Background: an optimization exercise with open tools, aiming at small area, a short achievable clock period and few clock cycles. Do not read the settings as production practice. Where RTL was checked, it was by simulation tests only, not by an equivalence proof against the original. The RTL of run 1 was laid out without a check of its function.

`run.sh`:
```
#!/bin/bash
# synth_recipe.tcl (not shown) runs the flow's synth.tcl, then flattens the netlist and writes it again
# the make line also repeats each setting of config.mk as NAME=value (left out here)
make -C /OpenROAD-flow-scripts/flow DESIGN_CONFIG=/design/flow/config.mk WORK_HOME=/design/flow/orfs CLKGATE_MAP_FILE= SYNTH_SCRIPT=/design/flow/synth_recipe.tcl finish
```
`config.mk`:
```
export PLATFORM = sky130hd
export DESIGN_NAME = TPU
export DESIGN_NICKNAME = TPU
export VERILOG_FILES = /design/flow/design.v
export SDC_FILE = /design/flow/constraint.sdc
export NUM_CORES = 4
export LEC_CHECK = 0
export CAP_MARGIN = 20
export CORE_MARGIN = 2
export CORE_UTILIZATION = 40
export SLEW_MARGIN = 20
export SYNTH_HIERARCHICAL = 1
```
`constraint.sdc`:
```
create_clock -name core_clock -period 10.0 [get_ports {clk}]
set_input_delay 2.0000 -clock core_clock [delete_from_list [all_inputs] [get_ports {clk}]]
set_output_delay 2.0000 -clock core_clock [all_outputs]
set_load 0.01 [all_outputs]
```
`design.v`:
```
module PE (
    input  wire        clk,
    input  wire [7:0]  a,
    input  wire [7:0]  b,
    input  wire        first,
    input  wire [7:0]  kc,
    output wire [22:0] acc_out
);
    reg  [22:0] acc;
    wire [22:0] acc_g = first ? {kc, 15'd0} : acc;
    wire pp0_0;
    wire pp0_1;
    wire pp0_2;
    wire pp0_3;
    wire pp0_4;
    wire pp0_5;
    wire pp0_6;
    wire pp0_7;
    wire pp1_0;
    wire pp1_1;
    wire pp1_2;
    wire pp1_3;
    wire pp1_4;
    wire pp1_5;
    wire pp1_6;
    wire pp1_7;
    wire pp2_0;
    wire pp2_1;
    wire pp2_2;
    wire pp2_3;
    wire pp2_4;
    wire pp2_5;
    wire pp2_6;
    wire pp2_7;
    wire pp3_0;
    wire pp3_1;
    wire pp3_2;
    wire pp3_3;
    wire pp3_4;
    wire pp3_5;
    wire pp3_6;
    wire pp3_7;
    wire pp4_0;
    wire pp4_1;
    wire pp4_2;
    wire pp4_3;
    wire pp4_4;
    wire pp4_5;
    wire pp4_6;
    wire pp4_7;
    wire pp5_0;
    wire pp5_1;
    wire pp5_2;
    wire pp5_3;
    wire pp5_4;
    wire pp5_5;
    wire pp5_6;
    wire pp5_7;
    wire pp6_0;
    wire pp6_1;
    wire pp6_2;
    wire pp6_3;
    wire pp6_4;
    wire pp6_5;
    wire pp6_6;
    wire pp6_7;
    wire pp7_0;
    wire pp7_1;
    wire pp7_2;
    wire pp7_3;
    wire pp7_4;
    wire pp7_5;
    wire pp7_6;
    wire pp7_7;
    wire s1;
    wire c2;
    wire s3;
    wire c4;
    wire s5;
    wire c6;
    wire s7;
    wire c8;
    wire s9;
    wire c10;
    wire s11;
    wire c12;
    wire s13;
    wire c14;
    wire s15;
    wire c16;
    wire s17;
    wire c18;
    wire s19;
    wire c20;
    wire s21;
    wire c22;
    wire s23;
    wire c24;
    wire s25;
    wire c26;
    wire s27;
    wire c28;
    wire s29;
    wire c30;
    wire s31;
    wire c32;
    wire s33;
    wire c34;
    wire s35;
    wire c36;
    wire s37;
    wire c38;
    wire s39;
    wire c40;
    wire s41;
    wire c42;
    wire s43;
    wire c44;
    wire s45;
    wire c46;
    wire s47;
    wire c48;
    wire s49;
    wire c50;
    wire s51;
    wire c52;
    wire s53;
    wire c54;
    wire s55;
    wire c56;
    wire s57;
    wire c58;
    wire s59;
    wire c60;
    wire s61;
    wire c62;
    wire s63;
    wire c64;
    wire s65;
    wire c66;
    wire s67;
    wire c68;
    wire s69;
    wire c70;
    wire s71;
    wire c72;
    wire s73;
    wire c74;
    wire s75;
    wire c76;
    wire s77;
    wire c78;
    wire s79;
    wire c80;
    wire s81;
    wire c82;
    wire s83;
    wire c84;
    wire s85;
    wire c86;
    wire s87;
    wire c88;
    wire s89;
    wire c90;
    wire s91;
    wire c92;
    wire s93;
    wire c94;
    wire s95;
    wire c96;
    wire s97;
    wire c98;
    wire s99;
    wire c100;
    wire s101;
    wire c102;
    wire s103;
    wire c104;
    wire s105;
    wire c106;
    wire s107;
    wire c108;
    wire s109;
    wire c110;
    wire s111;
    wire c112;
    assign pp0_0 = a[0] & b[0];
    assign pp0_1 = a[0] & b[1];
    assign pp0_2 = a[0] & b[2];
    assign pp0_3 = a[0] & b[3];
    assign pp0_4 = a[0] & b[4];
    assign pp0_5 = a[0] & b[5];
    assign pp0_6 = a[0] & b[6];
    assign pp0_7 = ~(a[0] & b[7]);
    assign pp1_0 = a[1] & b[0];
    assign pp1_1 = a[1] & b[1];
    assign pp1_2 = a[1] & b[2];
    assign pp1_3 = a[1] & b[3];
    assign pp1_4 = a[1] & b[4];
    assign pp1_5 = a[1] & b[5];
    assign pp1_6 = a[1] & b[6];
    assign pp1_7 = ~(a[1] & b[7]);
    assign pp2_0 = a[2] & b[0];
    assign pp2_1 = a[2] & b[1];
    assign pp2_2 = a[2] & b[2];
    assign pp2_3 = a[2] & b[3];
    assign pp2_4 = a[2] & b[4];
    assign pp2_5 = a[2] & b[5];
    assign pp2_6 = a[2] & b[6];
    assign pp2_7 = ~(a[2] & b[7]);
    assign pp3_0 = a[3] & b[0];
    assign pp3_1 = a[3] & b[1];
    assign pp3_2 = a[3] & b[2];
    assign pp3_3 = a[3] & b[3];
    assign pp3_4 = a[3] & b[4];
    assign pp3_5 = a[3] & b[5];
    assign pp3_6 = a[3] & b[6];
    assign pp3_7 = ~(a[3] & b[7]);
    assign pp4_0 = a[4] & b[0];
    assign pp4_1 = a[4] & b[1];
    assign pp4_2 = a[4] & b[2];
    assign pp4_3 = a[4] & b[3];
    assign pp4_4 = a[4] & b[4];
    assign pp4_5 = a[4] & b[5];
    assign pp4_6 = a[4] & b[6];
    assign pp4_7 = ~(a[4] & b[7]);
    assign pp5_0 = a[5] & b[0];
    assign pp5_1 = a[5] & b[1];
    assign pp5_2 = a[5] & b[2];
    assign pp5_3 = a[5] & b[3];
    assign pp5_4 = a[5] & b[4];
    assign pp5_5 = a[5] & b[5];
    assign pp5_6 = a[5] & b[6];
    assign pp5_7 = ~(a[5] & b[7]);
    assign pp6_0 = a[6] & b[0];
    assign pp6_1 = a[6] & b[1];
    assign pp6_2 = a[6] & b[2];
    assign pp6_3 = a[6] & b[3];
    assign pp6_4 = a[6] & b[4];
    assign pp6_5 = a[6] & b[5];
    assign pp6_6 = a[6] & b[6];
    assign pp6_7 = ~(a[6] & b[7]);
    assign pp7_0 = ~(a[7] & b[0]);
    assign pp7_1 = ~(a[7] & b[1]);
    assign pp7_2 = ~(a[7] & b[2]);
    assign pp7_3 = ~(a[7] & b[3]);
    assign pp7_4 = ~(a[7] & b[4]);
    assign pp7_5 = ~(a[7] & b[5]);
    assign pp7_6 = ~(a[7] & b[6]);
    assign pp7_7 = a[7] & b[7];
    HA ha1 (.a(pp0_6), .b(pp1_5), .s(s1), .co(c2));
    FA fa1 (.a(pp0_7), .b(pp1_6), .ci(pp2_5), .s(s3), .co(c4));
    HA ha2 (.a(pp3_4), .b(pp4_3), .s(s5), .co(c6));
    FA fa2 (.a(pp1_7), .b(pp2_6), .ci(pp3_5), .s(s7), .co(c8));
    FA fa3 (.a(pp4_4), .b(pp5_3), .ci(pp6_2), .s(s9), .co(c10));
    FA fa4 (.a(pp2_7), .b(pp3_6), .ci(pp4_5), .s(s11), .co(c12));
    HA ha3 (.a(pp0_4), .b(pp1_3), .s(s13), .co(c14));
    FA fa5 (.a(pp0_5), .b(pp1_4), .ci(pp2_3), .s(s15), .co(c16));
    HA ha4 (.a(pp3_2), .b(pp4_1), .s(s17), .co(c18));
    FA fa6 (.a(s1), .b(pp2_4), .ci(pp3_3), .s(s19), .co(c20));
    FA fa7 (.a(pp4_2), .b(pp5_1), .ci(pp6_0), .s(s21), .co(c22));
    FA fa8 (.a(s3), .b(s5), .ci(pp5_2), .s(s23), .co(c24));
    FA fa9 (.a(pp6_1), .b(pp7_0), .ci(c2), .s(s25), .co(c26));
    FA fa10 (.a(s7), .b(s9), .ci(pp7_1), .s(s27), .co(c28));
    assign s29 = ~(c6 ^ c4);
    assign c30 = c6 | c4;
    FA fa11 (.a(s11), .b(pp5_4), .ci(pp6_3), .s(s31), .co(c32));
    FA fa12 (.a(pp7_2), .b(c8), .ci(c10), .s(s33), .co(c34));
    FA fa13 (.a(pp3_7), .b(pp4_6), .ci(pp5_5), .s(s35), .co(c36));
    FA fa14 (.a(pp6_4), .b(pp7_3), .ci(c12), .s(s37), .co(c38));
    FA fa15 (.a(pp4_7), .b(pp5_6), .ci(pp6_5), .s(s39), .co(c40));
    HA ha5 (.a(pp0_3), .b(pp1_2), .s(s41), .co(c42));
    FA fa16 (.a(s13), .b(pp2_2), .ci(pp3_1), .s(s43), .co(c44));
    FA fa17 (.a(s15), .b(s17), .ci(pp5_0), .s(s45), .co(c46));
    FA fa18 (.a(s19), .b(s21), .ci(c16), .s(s47), .co(c48));
    FA fa19 (.a(s23), .b(s25), .ci(c20), .s(s49), .co(c50));
    FA fa20 (.a(s27), .b(s29), .ci(c24), .s(s51), .co(c52));
    FA fa21 (.a(s31), .b(s33), .ci(c28), .s(s53), .co(c54));
    FA fa22 (.a(s35), .b(s37), .ci(c32), .s(s55), .co(c56));
    FA fa23 (.a(s39), .b(pp7_4), .ci(c36), .s(s57), .co(c58));
    FA fa24 (.a(pp5_7), .b(pp6_6), .ci(pp7_5), .s(s59), .co(c60));
    HA ha6 (.a(pp0_2), .b(pp1_1), .s(s61), .co(c62));
    FA fa25 (.a(s41), .b(pp2_1), .ci(pp3_0), .s(s63), .co(c64));
    FA fa26 (.a(s43), .b(pp4_0), .ci(c42), .s(s65), .co(c66));
    FA fa27 (.a(s45), .b(c14), .ci(c44), .s(s67), .co(c68));
    FA fa28 (.a(s47), .b(c18), .ci(c46), .s(s69), .co(c70));
    FA fa29 (.a(s49), .b(c22), .ci(c48), .s(s71), .co(c72));
    FA fa30 (.a(s51), .b(c26), .ci(c50), .s(s73), .co(c74));
    FA fa31 (.a(s53), .b(c30), .ci(c52), .s(s75), .co(c76));
    FA fa32 (.a(s55), .b(c34), .ci(c54), .s(s77), .co(c78));
    FA fa33 (.a(s57), .b(c38), .ci(c56), .s(s79), .co(c80));
    FA fa34 (.a(s59), .b(c40), .ci(c58), .s(s81), .co(c82));
    FA fa35 (.a(pp6_7), .b(pp7_6), .ci(c60), .s(s83), .co(c84));
    HA ha7 (.a(acc_g[1]), .b(x0[1]), .s(s85), .co(c86));
    FA fa36 (.a(acc_g[2]), .b(x0[2]), .ci(x1[2]), .s(s87), .co(c88));
    FA fa37 (.a(acc_g[3]), .b(x0[3]), .ci(x1[3]), .s(s89), .co(c90));
    FA fa38 (.a(acc_g[4]), .b(x0[4]), .ci(x1[4]), .s(s91), .co(c92));
    FA fa39 (.a(acc_g[5]), .b(x0[5]), .ci(x1[5]), .s(s93), .co(c94));
    FA fa40 (.a(acc_g[6]), .b(x0[6]), .ci(x1[6]), .s(s95), .co(c96));
    FA fa41 (.a(acc_g[7]), .b(x0[7]), .ci(x1[7]), .s(s97), .co(c98));
    FA fa42 (.a(acc_g[8]), .b(x0[8]), .ci(x1[8]), .s(s99), .co(c100));
    FA fa43 (.a(acc_g[9]), .b(x0[9]), .ci(x1[9]), .s(s101), .co(c102));
    FA fa44 (.a(acc_g[10]), .b(x0[10]), .ci(x1[10]), .s(s103), .co(c104));
    FA fa45 (.a(acc_g[11]), .b(x0[11]), .ci(x1[11]), .s(s105), .co(c106));
    FA fa46 (.a(acc_g[12]), .b(x0[12]), .ci(x1[12]), .s(s107), .co(c108));
    FA fa47 (.a(acc_g[13]), .b(x0[13]), .ci(x1[13]), .s(s109), .co(c110));
    FA fa48 (.a(acc_g[14]), .b(x0[14]), .ci(x1[14]), .s(s111), .co(c112));
    reg [14:0] x0, x1;
    always @(posedge clk) begin
        x0 <= {pp7_7, s83, s81, s79, s77, s75, s73, s71, s69, s67, s65, s63, s61, pp0_1, pp0_0};
        x1 <= {c84, c82, c80, c78, c76, c74, c72, c70, c68, c66, c64, c62, pp2_0, pp1_0, 1'b0};
    end
    wire [22:0] sa = {acc_g[22], acc_g[21], acc_g[20], acc_g[19], acc_g[18], acc_g[17], acc_g[16], acc_g[15], s111, s109, s107, s105, s103, s101, s99, s97, s95, s93, s91, s89, s87, s85, acc_g[0]};
    wire [22:0] sb = {1'b0, 1'b0, 1'b0, 1'b0, 1'b0, 1'b0, 1'b0, c112, c110, c108, c106, c104, c102, c100, c98, c96, c94, c92, c90, c88, c86, x1[1], x0[0]};
    always @(posedge clk)
        acc <= sa + sb;
    assign acc_out = acc;
endmodule
module FA (input wire a, input wire b, input wire ci, output wire s, output wire co);
    assign s  = a ^ b ^ ci;
    assign co = (a & b) | (ci & (a ^ b));
endmodule
module HA (input wire a, input wire b, output wire s, output wire co);
    assign s  = a ^ b;
    assign co = a & b;
endmodule
module systolic_array (
    input  wire         clk,
    input  wire [31:0]  a_word,     
    input  wire [31:0]  b_word,     
    input  wire         first,      
    input  wire [31:0]  kc,         
    input  wire [1:0]   row_sel,    
    output wire [91:0]  row_out     
);
    wire [22:0] acc [0:15];
    genvar r, c;
    generate
        for (r = 0; r < 4; r = r + 1) begin : g_row
            for (c = 0; c < 4; c = c + 1) begin : g_col
                PE pe (
                    .clk    (clk),
                    .a      (a_word[31-8*r -: 8]),
                    .b      (b_word[31-8*c -: 8]),
                    .first  (first),
                    .kc     (kc[31-8*r -: 8]),
                    .acc_out(acc[4*r+c])
                );
            end
        end
        for (c = 0; c < 4; c = c + 1) begin : g_out
            assign row_out[91-23*c -: 23] = acc[4*row_sel+c];
        end
    endgenerate
endmodule
module TPU
#(
    parameter ADDR_BITS = 12
)
(
    input  wire                  clk,
    input  wire                  rst_n,
    input  wire                  in_valid,
    input  wire [7:0]            K,
    input  wire [7:0]            M,
    input  wire [7:0]            N,
    output reg                   busy,
    output wire                  A_wr_en,
    output reg  [ADDR_BITS-1:0]  A_index,
    output wire [31:0]           A_data_in,
    input  wire [31:0]           A_data_out,
    output wire                  B_wr_en,
    output reg  [ADDR_BITS-1:0]  B_index,
    output wire [31:0]           B_data_in,
    input  wire [31:0]           B_data_out,
    output reg                   C_wr_en,
    output reg  [ADDR_BITS-1:0]  C_index,
    output wire [127:0]          C_data_in,
    input  wire [127:0]          C_data_out
);
    assign A_wr_en   = 1'b0;
    assign B_wr_en   = 1'b0;
    assign A_data_in = 32'd0;
    assign B_data_in = 32'd0;
    reg [7:0] k_reg, m_reg;
    reg [31:0] kc;           
    reg        issuing;      
    reg [1:0]  gap;          
    reg [7:0]  kp1;          
    reg [7:0]  mrem;         
    reg [7:0]  nrem;         
    reg [ADDR_BITS-1:0] bbase;   
    wire start = in_valid & ~busy;
    wire issue = start | (busy & issuing);
    wire [7:0] cur_m = busy ? mrem : M;
    wire [7:0] cur_n = busy ? nrem : N;
    wire last_k = busy ? (kp1 == k_reg) : (K == 8'd1);
    wire last_a = (cur_m <= 8'd4);
    wire last_b = (cur_n <= 8'd4);
    wire fin    = last_k & last_a & last_b;
    wire [1:0] rows_m1 = last_a ? cur_m[1:0] - 2'd1 : 2'd3;
    wire first_k = start | (kp1 == 8'd1);
    always @(posedge clk or negedge rst_n) begin
        if (!rst_n) begin
            k_reg    <= 8'd0;
            m_reg    <= 8'd0;
            issuing  <= 1'b0;
            gap      <= 2'd0;
            kp1      <= 8'd0;
            mrem     <= 8'd0;
            nrem     <= 8'd0;
            bbase    <= {ADDR_BITS{1'b0}};
            A_index  <= {ADDR_BITS{1'b0}};
            B_index  <= {ADDR_BITS{1'b0}};
        end else begin
            if (start) begin
                k_reg   <= K;
                m_reg   <= M;
                mrem    <= M;
                nrem    <= N;
                issuing <= 1'b1;
            end
            if (issue) begin
                if (!last_k) begin
                    kp1     <= (start ? 8'd1 : kp1) + 8'd1;
                    A_index <= A_index + 1'b1;
                    B_index <= B_index + 1'b1;
                end else begin
                    kp1 <= 8'd1;
                    if (fin) begin
                        issuing  <= 1'b0;
                        A_index  <= {ADDR_BITS{1'b0}};
                        B_index  <= {ADDR_BITS{1'b0}};
                        bbase    <= {ADDR_BITS{1'b0}};
                    end else begin
                        issuing <= (rows_m1 == 2'd0);
                        gap     <= rows_m1;
                        if (last_a) begin
                            mrem    <= start ? M : m_reg;
                            nrem    <= cur_n - 8'd4;
                            A_index <= {ADDR_BITS{1'b0}};
                            B_index <= B_index + 1'b1;
                            bbase   <= B_index + 1'b1;
                        end else begin
                            mrem    <= cur_m - 8'd4;
                            A_index <= A_index + 1'b1;
                            B_index <= bbase;
                        end
                    end
                end
            end else if (gap != 2'd0) begin
                gap <= gap - 2'd1;
                if (gap == 2'd1)
                    issuing <= 1'b1;
            end
        end
    end
    always @(posedge clk) begin
        kc[31:24] <= 8'd0 - k_reg;
        kc[23:16] <= 8'd255 - k_reg;
        kc[15:8]  <= 8'd254 - k_reg;
        kc[7:0]   <= 8'd253 - k_reg;
    end
    reg [31:0] a_word, b_word;
    always @(posedge clk) begin
        a_word <= issue ? A_data_out : 32'd0;
        b_word <= B_data_out;
    end
    reg       v0, f0, l0, z0;
    reg [1:0] r0;
    reg       v1, f1, l1, z1;
    reg [1:0] r1;
    always @(posedge clk or negedge rst_n) begin
        if (!rst_n) begin
            v0 <= 1'b0; f0 <= 1'b0; l0 <= 1'b0; z0 <= 1'b0; r0 <= 2'd0;
            v1 <= 1'b0; f1 <= 1'b0; l1 <= 1'b0; z1 <= 1'b0; r1 <= 2'd0;
        end else begin
            v0 <= issue;    f0 <= issue & first_k;
            l0 <= last_k;   z0 <= fin;  r0 <= rows_m1;
            v1 <= v0;       f1 <= f0;   l1 <= v0 & l0;  z1 <= z0;  r1 <= r0;
        end
    end
    reg        ld;         
    reg [1:0]  ld_row;     
    reg [1:0]  ld_last;    
    reg        ld_fin;     
    reg        c_fin;      
    reg [91:0] c_data;
    wire [91:0] row_out;
    systolic_array array (
        .clk    (clk),
        .a_word (a_word),
        .b_word (b_word),
        .first  (f1),
        .kc     (kc),
        .row_sel(ld_row),
        .row_out(row_out)
    );
    always @(posedge clk)
        c_data <= row_out;
    genvar c;
    generate
        for (c = 0; c < 4; c = c + 1) begin : g_lane
            assign C_data_in[127-32*c -: 32] = {{9{c_data[91-23*c]}}, c_data[91-23*c -: 23]};
        end
    endgenerate
    always @(posedge clk or negedge rst_n) begin
        if (!rst_n) begin
            busy    <= 1'b0;
            ld      <= 1'b0;
            ld_row  <= 2'd0;
            ld_last <= 2'd0;
            ld_fin  <= 1'b0;
            c_fin   <= 1'b0;
            C_wr_en <= 1'b0;
            C_index <= {ADDR_BITS{1'b0}};
        end else begin
            if (start)
                busy <= 1'b1;
            if (C_wr_en) begin
                C_index <= C_index + 1'b1;
                if (c_fin) begin
                    busy    <= 1'b0;
                    C_index <= {ADDR_BITS{1'b0}};
                end
            end
            C_wr_en <= ld;
            c_fin   <= ld & ld_fin & (ld_row == ld_last);
            if (ld) begin
                ld_row <= ld_row + 2'd1;
                if (ld_row == ld_last)
                    ld <= 1'b0;
            end
            if (l1) begin
                ld      <= 1'b1;
                ld_row  <= 2'd0;
                ld_last <= r1;
                ld_fin  <= z1;
            end
        end
    end
endmodule
```
==> flow_metrics.py, run 1 <==
metrics = {
    "placed_design": {
        "dp_hpwl_um": 132000,
        "pre_cts_slack_ns": 5.10,
        "gp_congestion": 0.887,
        "io_buffers": 256,
        "placed_cell_area_mm2": 0.0758,
    },
    "sta": {
        "relSlewSlack": 0.199,
        "hold_ws_ns": 0.345,
        "tns_ns": 0,
        "period_share": 0.486,
        "tightestPinTransition_ns": 1.20,
        "worst_slack_ns": 5.14,
        "hold_viol_final": 0,
        "fmax_mhz": 206,
        "skew_ns": 0.0313,
        "period_needed_ns": 4.86,
        "rsz0062_at_grt": "false",
        "slew_viol_final": 0,
        "setup_viol": 0,
    },
    "layout": {
        "final_util": 0.458,
        "drive_gt1_frac": 0.0852,
        "final_cell_mix": "1,006 x dfxtp_1, 839 x and2_1, 784 x fa_1",
        "top_register": "array.g_row.g_col.pe.acc",
        "top_regs": "array.g_row.g_col.pe.acc: 368 flops, array.g_row.g_col.pe.x0: 240 flops, array.g_row.g_col.pe.x1: 224 flops",
        "mostFrequentLayoutCell": "dfxtp_1",
        "largest_reg_flops": 368,
        "final_area_mm2": 0.0807,
        "syn_to_final_growth_pct": 13.7,
        "nets": 8125,
    },
    "logic_synthesis": {
        "ys_ff_latch": 1129,
        "synth-main-ff-cell": "dfxtp_1",
        "syn_inst": 6449,
        "synth_warnings": 9,
        "async_reset_ff_frac": 0.0983,
        "synth_area_leader_cell": "dfxtp_1",
        "ys_seq_area_frac": 0.326,
        "synth_area_mm2": 0.0710,
        "yosysTopAreaCellShare": 0.287,
        "synth_area_leaders": "dfxtp_1 29%, fa_1 22%, and2_1 7.4%, ha_1 7.0%, dfrtp_1 3.9%",
        "yosys.cell_types.count": 84,
        "synth_edf_count": 0,
        "avgSynthCellArea_um2": 11.0,
    },
    "clock_network": {
        "post_cts_buffers": 0,
        "cts_tree": "yes",
        "cts_sinks": 1129,
        "cts.clk_slew.worst_paths_ns": 0.06,
        "clk_latency_ns": 0.79,
        "numCtsBuffers": 138,
        "cts-root-buf": "clkbuf_16",
        "postCtsResizedCells": 0,
        "cts.hold.buffers_added": 0,
        "cts_max_level": 4,
        "cts_buffer_depth": 3,
    },
    "setup_path": {
        "r2r_slack_ns": 5.14,
        "regToRegStartpoint": "f1$_DFF_PN0_",
        "crit_arrival_ns": 5.51,
        "crit_type": "flop to flop",
        "critPathRequiredTime_ns": 10.66,
        "rr_worst_depth": 11,
        "critPathMaxFanout": 116,
        "r2r_end": "array.g_row[2].g_col[1].pe.acc[19]$_DFF_P_",
        "cp-end-kind": "flop",
        "critPathLaunchType": "flop",
    },
    "detailed_routing": {
        "drt_wl_total_um": 188000,
        "vias": 48676,
        "drc_errors": 0,
        "antenna_left": 0,
        "wl_per_cell_um": 20.4,
        "drt_pass1_iterations": 5,
        "first_iter_violations": 3282,
        "via_per_inst": 5.30,
    },
    "hold_path": {
        "worstHoldEndpoint": "f1$_DFF_PN0_",
        "hold_path_class": "flop to flop",
        "holdCritStartpoint": "f0$_DFF_PN0_",
        "holdPathStages": 0,
    },
    "floorplan": {
        "start_util": 0.403,
        "num_io_pins": 451,
        "row_count": 154,
        "die_y_um": 425,
        "coreArea_mm2": 0.176,
        "dieArea_mm2": 0.181,
        "die_w_um": 425,
    },
    "flow_run": {
        "maxCapViolations": 0,
    },
    "outcome": {
        "status": "finished clean",
    },
    "global_routing": {
        "grt_pass1_wl_um": 293000,
        "grt_pass1_vias": 50521,
        "gr-total-overflow": 0,
        "gr-usage-all-layers": 0.209,
        "grt_max_degree": 122,
        "antenna_found_initial": 11,
    },
}
## cell type report
type	instances	area, um2
Timing Repair Buffer	340	3250
Antenna cell	9	22.5
Tap cell	2340	2930
Sequential cell	1129	23200
Multi-Input combinational cell	5026	46200
Fill cell	16173	95600
Clock inverter	54	711
Inverter	88	330
Clock buffer	197	4090
## Yosys stat by module, one instance, submodules excluded
module	cells	copies in the design	cell area [um2]
PE	280	16	2550
HA	1	112	12.5
systolic_array	112	1	2240
FA	1	768	20.0
TPU	977	1	11200
## worst max path at each step
| stage | startpoint | end | slack (ns) |
|---|---|---|---|
| finish | f1$_DFF_PN0_ | array.g_row[2].g_col[1].pe.acc[19]$_DFF_P_ | 5.14 |
| global route | f1$_DFF_PN0_ | array.g_row[3].g_col[1].pe.acc[17]$_DFF_P_ | 4.99 |
| CTS | f1$_DFF_PN0_ | array.g_row[2].g_col[1].pe.acc[19]$_DFF_P_ | 5.21 |
| detailed placement | in_valid | A_index[11]$_DFFE_PN0P_ | 5.10 |
| global placement | in_valid | A_index[11]$_DFFE_PN0P_ | 5.14 |
| floorplan | f1$_DFF_PN0_ | array.g_row[0].g_col[0].pe.acc[20]$_DFF_P_ | 6.00 |
## cell usage after synthesis (all sizes together), types with 8 or more instances
cell	instances
nor2b	289
dfxtp	1018
a31oi	26
nor4	24
xor2	194
o22ai	34
nand2	523
nor3b	20
or3	33
ha	399
nand4	74
o21ai	162
o311ai	17
mux2i	129
clkbuf	97
nor2	133
and4	20
a22o	8
o2111ai	16
nor3	95
and2	839
a21oi	369
inv	85
buf	174
o2bb2ai	9
a21o	103
mux2	39
a211oi	16
a31o	19
xnor2	186
nand3	134
dfrtp	111
o31ai	20
nor4b	22
mux4	92
a32oi	16
and3	15
or2	18
fa	784
a221oi	16
nand2b	36
## cell families (layout without fill, tap and decap cells)
kind of cell	count (synthesis)	count (layout)	share of synthesized area
buffers and inverters	359	679	0.0269
xor gates and xnor gates	380	380	0.0470
AOI/OAI and AO/OA	854	854	0.0771
muxes	260	260	0.0539
adders and majority gates	1183	1183	0.291
and+or+nand+nor	2283	2283	0.177
other	1	75	0.0000528
DFF	1129	1129	0.326
## critical path, stage by stage (launching register included)
cell and delay [ns]:
dfrtp_4 0.93, buf_12 0.56, nor2b_1 0.15, fa_1 0.51, ha_1 0.40, a21o_1 0.14
a21oi_1 0.09, a21oi_1 0.30, nor4_1 0.16, o31ai_1 0.96, nand2_1 0.17, xor2_1 0.22
## layer usage
layer / vias up / GRT usage / wire, um / share of wire
li1: 22398 / - / - / -
met1: 24675 / 0.280 / 81800 / 0.44
met2: 1306 / 0.341 / 87900 / 0.47
met3: 297 / 0.0308 / 10500 / 0.056
met4: 0 / 0.0821 / 7410 / 0.040
met5: - / 0 / 0 / 0
## through the flow
step	std cells
final	9183
after global placement	8922
after floorplan	6514
after CTS	9173
after global routing	9174
after detailed placement	8922
==> inputs of run 2 (changes only) <==
--- a/design.v
+++ b/design.v
@@ -2,11 +2,12 @@
     input  wire        clk,
     input  wire [7:0]  a,
     input  wire [7:0]  b,
-    input  wire        first,
+    input  wire        first_in,  
     input  wire [7:0]  kc,
     output wire [22:0] acc_out
 );
     reg  [22:0] acc;
+    reg         first;
     wire [22:0] acc_g = first ? {kc, 15'd0} : acc;
     wire pp0_0;
     wire pp0_1;
@@ -307,6 +308,7 @@
     FA fa48 (.a(acc_g[14]), .b(x0[14]), .ci(x1[14]), .s(s111), .co(c112));
     reg [14:0] x0, x1;
     always @(posedge clk) begin
+        first <= first_in;
         x0 <= {pp7_7, s83, s81, s79, s77, s75, s73, s71, s69, s67, s65, s63, s61, pp0_1, pp0_0};
         x1 <= {c84, c82, c80, c78, c76, c74, c72, c70, c68, c66, c64, c62, pp2_0, pp1_0, 1'b0};
     end
@@ -342,7 +344,7 @@
                     .clk    (clk),
                     .a      (a_word[31-8*r -: 8]),
                     .b      (b_word[31-8*c -: 8]),
-                    .first  (first),
+                    .first_in(first),
                     .kc     (kc[31-8*r -: 8]),
                     .acc_out(acc[4*r+c])
                 );
@@ -391,15 +393,13 @@
     reg [7:0]  nrem;         
     reg [ADDR_BITS-1:0] bbase;   
     wire start = in_valid & ~busy;
-    wire issue = start | (busy & issuing);
-    wire [7:0] cur_m = busy ? mrem : M;
-    wire [7:0] cur_n = busy ? nrem : N;
-    wire last_k = busy ? (kp1 == k_reg) : (K == 8'd1);
-    wire last_a = (cur_m <= 8'd4);
-    wire last_b = (cur_n <= 8'd4);
+    wire issue = busy & issuing;
+    wire last_k = (kp1 == k_reg);
+    wire last_a = (mrem <= 8'd4);
+    wire last_b = (nrem <= 8'd4);
     wire fin    = last_k & last_a & last_b;
-    wire [1:0] rows_m1 = last_a ? cur_m[1:0] - 2'd1 : 2'd3;
-    wire first_k = start | (kp1 == 8'd1);
+    wire [1:0] rows_m1 = last_a ? mrem[1:0] - 2'd1 : 2'd3;
+    wire first_k = (kp1 == 8'd1);
     always @(posedge clk or negedge rst_n) begin
         if (!rst_n) begin
             k_reg    <= 8'd0;
@@ -412,47 +412,45 @@
             bbase    <= {ADDR_BITS{1'b0}};
             A_index  <= {ADDR_BITS{1'b0}};
             B_index  <= {ADDR_BITS{1'b0}};
-        end else begin
-            if (start) begin
-                k_reg   <= K;
-                m_reg   <= M;
-                mrem    <= M;
-                nrem    <= N;
-                issuing <= 1'b1;
-            end
-            if (issue) begin
-                if (!last_k) begin
-                    kp1     <= (start ? 8'd1 : kp1) + 8'd1;
-                    A_index <= A_index + 1'b1;
-                    B_index <= B_index + 1'b1;
+        end else if (start) begin
+            k_reg   <= K;
+            m_reg   <= M;
+            mrem    <= M;
+            nrem    <= N;
+            kp1     <= 8'd1;
+            issuing <= 1'b1;
+        end else if (issue) begin
+            if (!last_k) begin
+                kp1     <= kp1 + 8'd1;
+                A_index <= A_index + 1'b1;
+                B_index <= B_index + 1'b1;
+            end else begin
+                kp1 <= 8'd1;
+                if (fin) begin
+                    issuing  <= 1'b0;
+                    A_index  <= {ADDR_BITS{1'b0}};
+                    B_index  <= {ADDR_BITS{1'b0}};
+                    bbase    <= {ADDR_BITS{1'b0}};
                 end else begin
-                    kp1 <= 8'd1;
-                    if (fin) begin
-                        issuing  <= 1'b0;
-                        A_index  <= {ADDR_BITS{1'b0}};
-                        B_index  <= {ADDR_BITS{1'b0}};
-                        bbase    <= {ADDR_BITS{1'b0}};
+                    issuing <= (rows_m1 == 2'd0);
+                    gap     <= rows_m1;
+                    if (last_a) begin
+                        mrem    <= m_reg;
+                        nrem    <= nrem - 8'd4;
+                        A_index <= {ADDR_BITS{1'b0}};
+                        B_index <= B_index + 1'b1;
+                        bbase   <= B_index + 1'b1;
                     end else begin
-                        issuing <= (rows_m1 == 2'd0);
-                        gap     <= rows_m1;
-                        if (last_a) begin
-                            mrem    <= start ? M : m_reg;
-                            nrem    <= cur_n - 8'd4;
-                            A_index <= {ADDR_BITS{1'b0}};
-                            B_index <= B_index + 1'b1;
-                            bbase   <= B_index + 1'b1;
-                        end else begin
-                            mrem    <= cur_m - 8'd4;
-                            A_index <= A_index + 1'b1;
-                            B_index <= bbase;
-                        end
+                        mrem    <= mrem - 8'd4;
+                        A_index <= A_index + 1'b1;
+                        B_index <= bbase;
                     end
                 end
-            end else if (gap != 2'd0) begin
-                gap <= gap - 2'd1;
-                if (gap == 2'd1)
-                    issuing <= 1'b1;
             end
+        end else if (gap != 2'd0) begin
+            gap <= gap - 2'd1;
+            if (gap == 2'd1)
+                issuing <= 1'b1;
         end
     end
     always @(posedge clk) begin
@@ -466,18 +464,18 @@
         a_word <= issue ? A_data_out : 32'd0;
         b_word <= B_data_out;
     end
-    reg       v0, f0, l0, z0;
+    reg       f0, l0, z0;
     reg [1:0] r0;
-    reg       v1, f1, l1, z1;
+    reg       l1, z1;
     reg [1:0] r1;
     always @(posedge clk or negedge rst_n) begin
         if (!rst_n) begin
-            v0 <= 1'b0; f0 <= 1'b0; l0 <= 1'b0; z0 <= 1'b0; r0 <= 2'd0;
-            v1 <= 1'b0; f1 <= 1'b0; l1 <= 1'b0; z1 <= 1'b0; r1 <= 2'd0;
+            f0 <= 1'b0; l0 <= 1'b0; z0 <= 1'b0; r0 <= 2'd0;
+            l1 <= 1'b0; z1 <= 1'b0; r1 <= 2'd0;
         end else begin
-            v0 <= issue;    f0 <= issue & first_k;
-            l0 <= last_k;   z0 <= fin;  r0 <= rows_m1;
-            v1 <= v0;       f1 <= f0;   l1 <= v0 & l0;  z1 <= z0;  r1 <= r0;
+            f0 <= issue & first_k;
+            l0 <= issue & last_k;   z0 <= fin;  r0 <= rows_m1;
+            l1 <= l0;               z1 <= z0;   r1 <= r0;
         end
     end
     reg        ld;         
@@ -491,7 +489,7 @@
         .clk    (clk),
         .a_word (a_word),
         .b_word (b_word),
-        .first  (f1),
+        .first  (f0),
         .kc     (kc),
         .row_sel(ld_row),
         .row_out(row_out)
==> run 2 against run 1 <==
Highest routed layer is now met5. Sequential share of layout area increased by 0.46 points. Design area down 0.47%. Largest cell class unchanged.
==> flow_metrics.py, run 2 <==
metrics = {
    "outcome": {
        "status": "finished clean",
    },
    "placed_design": {
        "pre_cts_slack_ns": 6.12,
        "dp_hpwl_um": 134000,
        "gp_congestion": 0.905,
        "io_buffers": 256,
    },
    "setup_path": {
        "critPathMaxFanout": 10,
        "regToRegStartpoint": "array.g_row[3].g_col[1].pe.first$_DFF_P_",
        "crit_arrival_ns": 2.37,
        "cpLargestDelayFamily": "flip-flops",
        "crit_chain": "clkdlybuf4s50_1",
        "cp-end-kind": "output pin",
        "critPathLaunchType": "flop",
        "r2r_slack_ns": 6.18,
        "crit_type": "flop to output pin",
        "slowest_stage": "dfxtp_1",
        "critPathRequiredTime_ns": 8.00,
        "path_buf_inv": 1,
        "max_stage_delay_ns": 0.87,
        "rr_worst_depth": 11,
        "r2r_end": "array.g_row[3].g_col[1].pe.acc[19]$_DFF_P_",
    },
    "logic_synthesis": {
        "ys_seq_area_frac": 0.332,
        "synth_area_mm2": 0.0707,
        "synth_area_leader_cell": "dfxtp_1",
        "avgSynthCellArea_um2": 11.0,
        "synth-main-ff-cell": "dfxtp_1",
        "syn_inst": 6450,
        "synth_edf_count": 0,
        "synth_common_cells": "1,034 x dfxtp_1, 802 x and2_1, 784 x fa_1",
        "yosys.cell_types.count": 73,
        "yosysMostFrequentCell": "dfxtp_1",
        "yosysTopAreaCellShare": 0.293,
        "synth_warnings": 9,
        "async_reset_ff_frac": 0.0954,
        "ys_ff_latch": 1143,
        "synth_area_leaders": "dfxtp_1 29%, fa_1 22%, and2_1 7.1%, ha_1 7.1%, dfrtp_1 3.9%",
    },
    "clock_network": {
        "cts_sinks": 1143,
        "postCtsResizedCells": 0,
        "post_cts_buffers": 0,
        "cts_max_level": 4,
        "cts.hold.buffers_added": 0,
        "numCtsBuffers": 140,
        "clk_latency_ns": 0.81,
        "cts-root-buf": "clkbuf_16",
        "cts.clk_slew.worst_paths_ns": 0.06,
        "cts_buffer_depth": 3,
        "cts_tree": "yes",
    },
    "sta": {
        "tns_ns": 0,
        "hold_ws_ns": 0.345,
        "period_share": 0.437,
        "relSlewSlack": 0.235,
        "period_needed_ns": 4.37,
        "slew_viol_final": 0,
        "worst_slack_ns": 5.63,
        "setup_viol": 0,
        "tightestPinTransition_ns": 1.15,
        "skew_ns": 0.0332,
        "hold_viol_final": 0,
        "rsz0062_at_grt": "false",
        "fmax_mhz": 229,
    },
    "layout": {
        "seq_area_mm2": 0.0235,
        "n_fill_cell": 16207,
        "top_regs": "array.g_row.g_col.pe.acc: 368 flops, array.g_row.g_col.pe.x0: 240 flops, array.g_row.g_col.pe.x1: 224 flops",
        "drive_gt1_frac": 0.0823,
        "syn_to_final_growth_pct": 13.7,
        "multi_input_area_mm2": 0.0455,
        "nets": 8132,
        "largest_reg_flops": 368,
        "top_register": "array.g_row.g_col.pe.acc",
        "mostFrequentLayoutCell": "dfxtp_1",
        "final_cell_mix": "1,025 x dfxtp_1, 802 x and2_1, 784 x fa_1",
    },
    "detailed_routing": {
        "drt_wl_total_um": 189000,
        "wl_per_cell_um": 20.5,
        "via_per_inst": 5.31,
        "vias": 48791,
        "first_iter_violations": 3438,
        "drt_pass1_iterations": 6,
        "drc_errors": 0,
        "antenna_left": 0,
    },
    "floorplan": {
        "dieArea_mm2": 0.180,
        "row_count": 154,
        "die_w_um": 424,
        "coreArea_mm2": 0.176,
        "num_io_pins": 451,
        "die_y_um": 424,
        "start_util": 0.402,
    },
    "global_routing": {
        "grt_pass1_wl_um": 295000,
        "grt_util_met3": 0.0344,
        "gr-total-overflow": 0,
        "busiest_layer": "met2",
        "gr-usage-all-layers": 0.212,
        "grt_max_degree": 76,
        "grt_util_met1": 0.281,
        "antenna_found_initial": 21,
        "use_met2": 0.345,
        "grt_pass1_vias": 50472,
    },
    "flow_run": {
        "maxCapViolations": 0,
    },
    "hold_path": {
        "worstHoldEndpoint": "l1$_DFF_PN0_",
        "holdCritStartpoint": "l0$_DFF_PN0_",
        "hold_path_class": "flop to flop",
        "holdPathStages": 0,
    },
}
## run 2: cell count changes in the layout (fill, tap and decap cells not counted), moves of 8 or more
cell	change
and3_1	+23
dfxtp_1	+19
mux2i_1	-44
nand3_1	+9
inv_1	+15
a21oi_1	+16
nand2_1	+10
nor3_1	+9
o2bb2ai_1	-8
and2_1	-37
## run 2: metrics by stage
step | util | instances | area (um2)
2_1_floorplan | - | 6515 | 70900
5_1_grt | 0.456 | 9181 | 80300
3_3_place_gp | 0.429 | 8926 | 75500
3_5_place_dp | 0.429 | 8926 | 75500
4_1_cts | 0.456 | 9181 | 80300
6_report | 0.456 | 9187 | 80300
## run 2: how the worst max path moves through the flow
stage                                                   from                                         end  slack (ns)  cells after the start
finish                                    c_data[68]$_DFF_P_                               C_data_in[90]        5.63                      1
global route                              c_data[68]$_DFF_P_                               C_data_in[88]        5.60                      1
CTS                                       c_data[68]$_DFF_P_                               C_data_in[90]        5.54                      1
detailed placement                                  in_valid                          kp1[5]$_DFFE_PN0N_        6.12                      5
global placement                                    in_valid                          kp1[5]$_DFFE_PN0N_        6.09                      5
floorplan           array.g_row[0].g_col[0].pe.first$_DFF_P_  array.g_row[0].g_col[0].pe.acc[20]$_DFF_P_        6.75                     12
## run 2: final cells by class
cell class / instances / area share
sequential: 1143 / 0.292
clock buffer: 202 / 0.0512
multi-input combinational: 4996 / 0.567
inverter: 103 / 0.00481
antenna: 6 / 0.000187
clock inverter: 53 / 0.00799
tap: 2340 / 0.0365
timing repair buffer: 344 / 0.0402
## run 2: per-module statistics from Yosys, one instance, submodules excluded
module / cell area, um2 / flops+latches / copies in the design
HA: 12.5 / 0 / 112
FA: 20.0 / 0 / 768
TPU: 10500 / 295 / 1
PE: 2570 / 53 / 16
systolic_array: 2240 / 0 / 1
## run 2: cells by family after synthesis
group                    synth area share
AO/OA/AOI/OAI                      0.0781
other                           0.0000531
buffers and inverters              0.0273
adder cells (fa/ha/maj)             0.293
XOR/XNOR                           0.0455
flip-flops                          0.332
multiplexers                       0.0470
AND/OR/NAND/NOR                     0.177
## run 2: metal layers
layer / up-vias / wire length [um]
met3: 320 / 10000
met1: 24754 / 82700
met2: 1284 / 88200
met5: - / 80
met4: 14 / 7820
li1: 22419 / -
Testbench counts of run 2, summed over its fixed seeds: cycles 76,170.
==> inputs of run 3 (changes only) <==
==> flow/run.sh (new file) <==
#!/bin/bash
# Layout: the standard ORFS flow, with timing repair asked to aim for a
# shorter period than the clock the design is constrained and signed off at,
# and the ports buffered with plain buffers.
set -euo pipefail
bash standard.sh \
    SETUP_SLACK_MARGIN=7.5 \
    "BUFFER_PORTS_ARGS=-buffer_cell sky130_fd_sc_hd__buf_4" \
    finish > standard_flow.log 2>&1
==> standard.sh (new file) <==
#!/bin/bash
# synth_recipe.tcl (not shown) runs the flow's synth.tcl, then flattens the netlist and writes it again
# the make line also repeats each setting of config.mk as NAME=value (left out here)
make -C /OpenROAD-flow-scripts/flow DESIGN_CONFIG=/design/flow/config.mk WORK_HOME=/design/flow/orfs CLKGATE_MAP_FILE= SYNTH_SCRIPT=/design/flow/synth_recipe.tcl "${@:-finish}"
--- a/config.mk
+++ b/config.mk
@@ -7,6 +7,7 @@
 export LEC_CHECK = 0
 export CAP_MARGIN = 20
 export CORE_MARGIN = 2
-export CORE_UTILIZATION = 40
+export CORE_UTILIZATION = 60
+export PLACE_DENSITY = 0.72
 export SLEW_MARGIN = 20
 export SYNTH_HIERARCHICAL = 1
removed: run.sh
==> run 3 against run 2 <==
Still clean on timing, DRC and antenna. Critical path depth is 1 higher. Final cell count is 0.57% lower. First-iteration DRC count is 86% higher. Register-to-register slack better by 0.75 ns. Global-route usage is 19 points higher. Synthesized cell count stayed put. Critical path type unchanged. Largest cell class unchanged.
==> flow_metrics.py, run 3 <==
metrics = {
    "outcome": {
        "status": "finished clean",
    },
    "logic_synthesis": {
        "yosysMostFrequentCell": "dfxtp_1",
        "yosysTopAreaCellShare": 0.293,
        "synth_edf_count": 0,
        "synth_area_leader_cell": "dfxtp_1",
        "async_reset_ff_frac": 0.0954,
        "synth_area_leaders": "dfxtp_1 29%, fa_1 22%, and2_1 7.1%, ha_1 7.1%, dfrtp_1 3.9%",
        "synth-main-ff-cell": "dfxtp_1",
        "yosys.cell_types.count": 73,
        "synth_area_mm2": 0.0707,
        "avgSynthCellArea_um2": 11.0,
        "synth_warnings": 9,
        "ys_seq_area_frac": 0.332,
        "synth_common_cells": "1,034 x dfxtp_1, 802 x and2_1, 784 x fa_1",
        "ys_ff_latch": 1143,
        "syn_inst": 6450,
    },
    "floorplan": {
        "start_util": 0.606,
        "dieArea_mm2": 0.121,
        "row_count": 125,
        "coreArea_mm2": 0.117,
        "num_io_pins": 451,
        "die_y_um": 347,
        "die_w_um": 347,
    },
    "detailed_routing": {
        "vias": 57685,
        "wl_per_cell_um": 28.0,
        "via_per_inst": 6.31,
        "drc_errors": 0,
        "drt_wl_total_um": 256000,
        "antenna_left": 0,
        "first_iter_violations": 6385,
        "drt_pass1_iterations": 9,
    },
    "placed_design": {
        "dp_hpwl_um": 130000,
        "dp_cells": 8051,
        "gp_congestion": 0.943,
        "io_buffers": 256,
    },
    "clock_network": {
        "cts_sinks": 1143,
        "cts_buffer_depth": 3,
        "cts_tree": "yes",
        "numCtsBuffers": 133,
        "cts_max_level": 4,
        "cts.clk_slew.worst_paths_ns": 0.06,
        "clk_latency_ns": 0.77,
        "cts.hold.buffers_added": 0,
        "cts-root-buf": "clkbuf_16",
    },
    "layout": {
        "drive_gt1_frac": 0.408,
        "syn_to_final_growth_pct": 36.3,
        "top_regs": "array.g_row.g_col.pe.acc: 368 flops, array.g_row.g_col.pe.x0: 240 flops, array.g_row.g_col.pe.x1: 224 flops",
        "nets": 8886,
        "final_cell_mix": "869 x dfxtp_1, 611 x and2_1, 593 x buf_4",
        "largest_reg_flops": 368,
        "mostFrequentLayoutCell": "dfxtp_1",
        "top_register": "array.g_row.g_col.pe.acc",
        "final_cells": 9135,
    },
    "sta": {
        "hold_ws_ns": 0.347,
        "slew_viol_final": 0,
        "relSlewSlack": 0.261,
        "fmax_mhz": 292,
        "tns_ns": 0,
        "period_share": 0.342,
        "period_needed_ns": 3.42,
        "setup_viol": 0,
        "hold_viol_final": 0,
        "skew_ns": 0.0296,
        "rsz0062_at_grt": "true",
        "tightestPinTransition_ns": 1.11,
    },
    "global_routing": {
        "grt_max_degree": 71,
        "gr-total-overflow": 0,
        "antenna_found_initial": 37,
        "grt_pass1_wl_um": 360000,
        "grt_pass1_vias": 58129,
        "gr-usage-all-layers": 0.404,
    },
    "hold_path": {
        "hold_path_class": "flop to flop",
    },
    "setup_path": {
        "critPathMaxFanout": 2,
        "critPathRequiredTime_ns": 8.00,
        "crit_type": "flop to output pin",
        "cp-end-kind": "output pin",
        "critPathLaunchType": "flop",
        "crit_arrival_ns": 1.42,
    },
    "flow_run": {
        "maxCapViolations": 0,
    },
}
[run 3: cell counts after synthesis]
Identical to the previous run, type by type.
[run 3: critical path, stage by stage (launching register included)]
cell	delay, ns
dfrtp_2	0.43
buf_8	0.12
buf_6	0.11
[run 3: repair_timing]
item | 4_1_cts | 5_1_grt
setup endpoints to repair | 819 | 661
gates resized for setup | 1371 | 569
setup buffers | 620 | 189
gates cloned | 9 | 2
pin swaps | 596 | 422
[run 3: Yosys stat by module, one instance, submodules excluded]
module	flops+latches	copies in the design
TPU	295	1
PE	53	16
systolic_array	0	1
FA	0	768
HA	0	112
[run 3: area by class of cell]
cell class	instances	area (um2)
fill	5982	20200
clock inverter	49	544
sequential	1143	23900
inverter	103	387
tap	1524	1910
timing repair buffer	1105	11700
clock buffer	191	3910
antenna	24	60.1
multi-input combinational	4996	53900
[run 3: cells by family after synthesis]
| group | after synthesis | synth area share |
|---|---|---|
| other | 1 | 0.0000531 |
| DFF | 1143 | 0.332 |
| xor gates and xnor gates | 367 | 0.0455 |
| muxes | 212 | 0.0470 |
| buffers and inverters | 376 | 0.0273 |
| AOI/OAI and AO/OA | 871 | 0.0781 |
| and+or+nand+nor | 2295 | 0.177 |
| adders and majority gates | 1185 | 0.293 |
[run 3: worst paths after layout]
| check | from | end | cells after the start | slack [ns] |
|---|---|---|---|---|
| max | busy$_DFF_PN0_ | busy | 2 | 6.58 |
| min | z0$_DFF_PN0_ | z1$_DFF_PN0_ | 0 | 0.35 |
| min in group asynchronous | rst_n | A_index[7]$_DFFE_PN0P_ | 1 | 1.21 |
| min reg2reg | z0$_DFF_PN0_ | z1$_DFF_PN0_ | 0 | 0.35 |
| max reg2reg | array.g_row[3].g_col[0].pe.first$_DFF_P_ | array.g_row[3].g_col[0].pe.acc[20]$_DFF_P_ | 11 | 6.93 |
| max in group asynchronous | rst_n | C_wr_en$_DFF_PN0_ | 2 | 7.70 |
[run 3: layer usage]
metal  routed length, um  GRT usage
met5                 112          0
met4               19600      0.251
met3               31700      0.124
met2              113000      0.610
met1               91700      0.507
[run 3: metrics by stage]
step           cell area (um2)   util  setup slack [ns]
3_5_place_dp             75700  0.650              6.55
6_report                 96300  0.826              6.58
4_1_cts                  92300  0.792              6.56
3_3_place_gp             75700  0.650              6.54
2_1_floorplan            73900      -              7.16
5_1_grt                  96200  0.826              6.57
==> inputs of run 4 (changes only) <==
--- a/flow/run.sh
+++ b/flow/run.sh
@@ -4,6 +4,6 @@
 # and the ports buffered with plain buffers.
 set -euo pipefail
 bash standard.sh \
-    SETUP_SLACK_MARGIN=7.5 \
+    SETUP_SLACK_MARGIN=6.5 \
     "BUFFER_PORTS_ARGS=-buffer_cell sky130_fd_sc_hd__buf_4" \
     finish > standard_flow.log 2>&1
--- a/config.mk
+++ b/config.mk
@@ -7,7 +7,6 @@
 export LEC_CHECK = 0
 export CAP_MARGIN = 20
 export CORE_MARGIN = 2
-export CORE_UTILIZATION = 60
-export PLACE_DENSITY = 0.72
+export CORE_UTILIZATION = 40
 export SLEW_MARGIN = 20
 export SYNTH_HIERARCHICAL = 1
==> run 4 against run 3 <==
Still clean. Non-clock buffer count down 741. Worst hold slack lost 0.00060 ns. Sequential share of layout area increased by 4.4 points.
==> flow_metrics.py, run 4 <==
metrics = {
    "outcome": {
        "status": "finished clean",
    },
    "placed_design": {
        "gp_congestion": 0.913,
        "dp_hpwl_um": 135000,
        "io_buffers": 256,
    },
    "logic_synthesis": {
        "synth_area_leader_cell": "dfxtp_1",
        "synth_common_cells": "1,034 x dfxtp_1, 802 x and2_1, 784 x fa_1",
        "ys_seq_area_frac": 0.332,
        "synth-main-ff-cell": "dfxtp_1",
        "yosysMostFrequentCell": "dfxtp_1",
        "yosysTopAreaCellShare": 0.293,
        "synth_edf_count": 0,
        "async_reset_ff_frac": 0.0954,
        "synth_area_mm2": 0.0707,
        "synth_warnings": 9,
        "avgSynthCellArea_um2": 11.0,
        "syn_inst": 6450,
        "synth_area_leaders": "dfxtp_1 29%, fa_1 22%, and2_1 7.1%, ha_1 7.1%, dfrtp_1 3.9%",
        "ys_ff_latch": 1143,
        "yosys.cell_types.count": 73,
    },
    "setup_path": {
        "critPathRequiredTime_ns": 8.00,
        "crit_type": "flop to output pin",
        "cp-end-kind": "output pin",
        "critPathMaxFanout": 5,
        "crit_arrival_ns": 1.45,
        "critPathLaunchType": "flop",
    },
    "detailed_routing": {
        "wl_per_cell_um": 20.7,
        "first_iter_violations": 3253,
        "antenna_left": 0,
        "drc_errors": 0,
        "via_per_inst": 5.34,
        "drt_pass1_iterations": 6,
        "drt_wl_total_um": 191000,
        "vias": 49115,
    },
    "layout": {
        "largest_reg_flops": 368,
        "syn_to_final_growth_pct": 13.7,
        "n_fill_cell": 16204,
        "top_register": "array.g_row.g_col.pe.acc",
        "top_regs": "array.g_row.g_col.pe.acc: 368 flops, array.g_row.g_col.pe.x0: 240 flops, array.g_row.g_col.pe.x1: 224 flops",
        "final_util": 0.457,
        "drive_gt1_frac": 0.131,
        "nets": 8150,
        "mostFrequentLayoutCell": "dfxtp_1",
        "multi_input_area_mm2": 0.0460,
        "final_cell_mix": "1,015 x dfxtp_1, 802 x and2_1, 784 x fa_1",
        "seq_area_mm2": 0.0235,
    },
    "floorplan": {
        "start_util": 0.402,
        "num_io_pins": 451,
        "die_w_um": 424,
        "coreArea_mm2": 0.176,
        "die_y_um": 424,
        "row_count": 154,
        "dieArea_mm2": 0.180,
    },
    "clock_network": {
        "clk_latency_ns": 0.81,
        "numCtsBuffers": 138,
        "cts-root-buf": "clkbuf_16",
        "cts_sinks": 1143,
        "cts_buffer_depth": 3,
        "cts_max_level": 4,
        "cts.clk_slew.worst_paths_ns": 0.06,
        "cts_tree": "yes",
    },
    "global_routing": {
        "gr-total-overflow": 0,
        "grt_pass1_wl_um": 296000,
        "antenna_found_initial": 21,
        "grt_pass1_vias": 50800,
        "grt_max_degree": 78,
        "gr-usage-all-layers": 0.212,
    },
    "sta": {
        "period_share": 0.345,
        "skew_ns": 0.0324,
        "fmax_mhz": 290,
        "hold_viol_final": 0,
        "tns_ns": 0,
        "slew_viol_final": 0,
        "setup_viol": 0,
        "relSlewSlack": 0.240,
        "tightestPinTransition_ns": 1.14,
        "rsz0062_at_grt": "true",
        "period_needed_ns": 3.45,
    },
    "hold_path": {
        "hold_path_class": "flop to flop",
    },
    "flow_run": {
        "maxCapViolations": 0,
    },
}
==> run 4: cell counts after synthesis <==
No cell type changed its count.
==> run 4: cell type report <==
| type | instances | share of cell area |
|---|---|---|
| sequential | 1143 | 0.292 |
| antenna | 9 | 0.000280 |
| multi-input combinational | 4996 | 0.572 |
| clock inverter | 43 | 0.00624 |
| timing repair buffer | 364 | 0.0368 |
| inverter | 103 | 0.00481 |
| tap | 2340 | 0.0364 |
| clock buffer | 207 | 0.0513 |
==> run 4: cell families (layout without fill, tap and decap cells) <==
family          count (synthesis)  count (layout)  share of synthesized area
flops                        1143            1143                      0.332
simple gates                 2295            2295                      0.177
other cells                     1              75                  0.0000531
xor+xnor                      367             367                     0.0455
mux                           212             212                     0.0470
compound gates                871             871                     0.0781
fa+ha+maj                    1185            1185                      0.293
buf+inv                       376             717                     0.0273
==> run 4: per-layer routing <==
layer / wire length, um / vias to the layer above / GRT usage
met5: 93 / - / 0
met4: 9530 / 16 / 0.0960
met3: 10900 / 376 / 0.0361
met2: 89100 / 1431 / 0.345
met1: 81200 / 24860 / 0.277
li1: - / 22432 / -
==> run 4: worst max-delay path, cell delays in order, from the launching register on <==
cell,delay (ns)
dfxtp_4,0.38
buf_12,0.17
buf_6,0.12
==> run 4: stage by stage <==
stage	cells	hold slack (ns)	worst slack, ns	instance area [um2]
detailed placement	8929	0.335	6.20	74900
CTS	9188	0.348	6.50	79800
finish	9205	0.347	6.55	80400
global route	9198	0.356	6.50	80300
global placement	8929	0.332	6.23	74900
floorplan	6515	0.331	6.75	70900
==> run 4: repair_timing <==
action | CTS | global route
hold buffers | 0 | 0
gates cloned | 0 | 2
pin swaps | 0 | 6
gates resized for setup | 38 | 89
setup endpoints to repair | 78 | 99
buffers inserted | 9 | 6
==> run 4: per-module statistics from Yosys (local to each module, per instance) <==
module	cell area, um2	cells inside	copies in the design	flops+latches
FA	20.0	1	768	0
HA	12.5	1	112	0
PE	2570	281	16	53
TPU	10500	962	1	295
systolic_array	2240	112	1	0
==> run 4: final timing paths <==
check                                                         start                                         end  slack, ns  depth (start not counted)
setup / recovery                                 c_data[68]$_DFF_P_                               C_data_in[93]       6.55                          2
hold / removal                                      r0[1]$_DFF_PN0_                             r1[1]$_DFF_PN0_       0.35                          0
setup reg to reg           array.g_row[2].g_col[1].pe.first$_DFF_P_  array.g_row[2].g_col[1].pe.acc[20]$_DFF_P_       6.62                         11
hold reg to reg                                     r0[1]$_DFF_PN0_                             r1[1]$_DFF_PN0_       0.35                          0
max in group asynchronous                                     rst_n                       ld_row[0]$_DFFE_PN0P_       7.69                          2
min in group asynchronous                                     rst_n                        bbase[9]$_DFFE_PN0P_       1.15                          1

==> port drivers added, routing unchanged <==
The results above use ideal ports. As a check the final layouts listed here were re-extracted and re-timed, cells and wires unchanged.
Step 1, drivers: a clkbuf_16 drives clk and a buf_2 each remaining input, both assumed.
Step 2 moves the port delays by t, midway between the first and last clock arrival at a register: inputs arrive t later, outputs are due t later. That takes back most of the time a late clock gives input paths.
a / b / c = ideal / step 1 / step 2; a / b = the first two.
run | t, ns | setup slack, ns | worst hold slack (ns) | worst setup path at the end | worst data-port slew with drivers (ns)
run 1 | 0.860 | 5.145 / 5.145 / 5.119 | 0.345 / 0.345 / 0.345 | input to register | 0.05
run 2 | 0.881 | 5.630 / 5.544 / 6.125 | 0.345 / 0.345 / 0.345 | input to register | 0.10
run 3 | 0.835 | 6.579 / 6.495 / 6.803 | 0.347 / 0.347 / 0.347 | input to register | 0.11
run 4 | 0.873 | 6.547 / 6.467 / 6.500 | 0.347 / 0.347 / 0.347 | input to register | 0.11
After both steps every run listed still meets setup and hold. For run 4, which loses most, drivers alone change the setup slack by -0.080 ns; drivers and shift together by -0.047 ns.
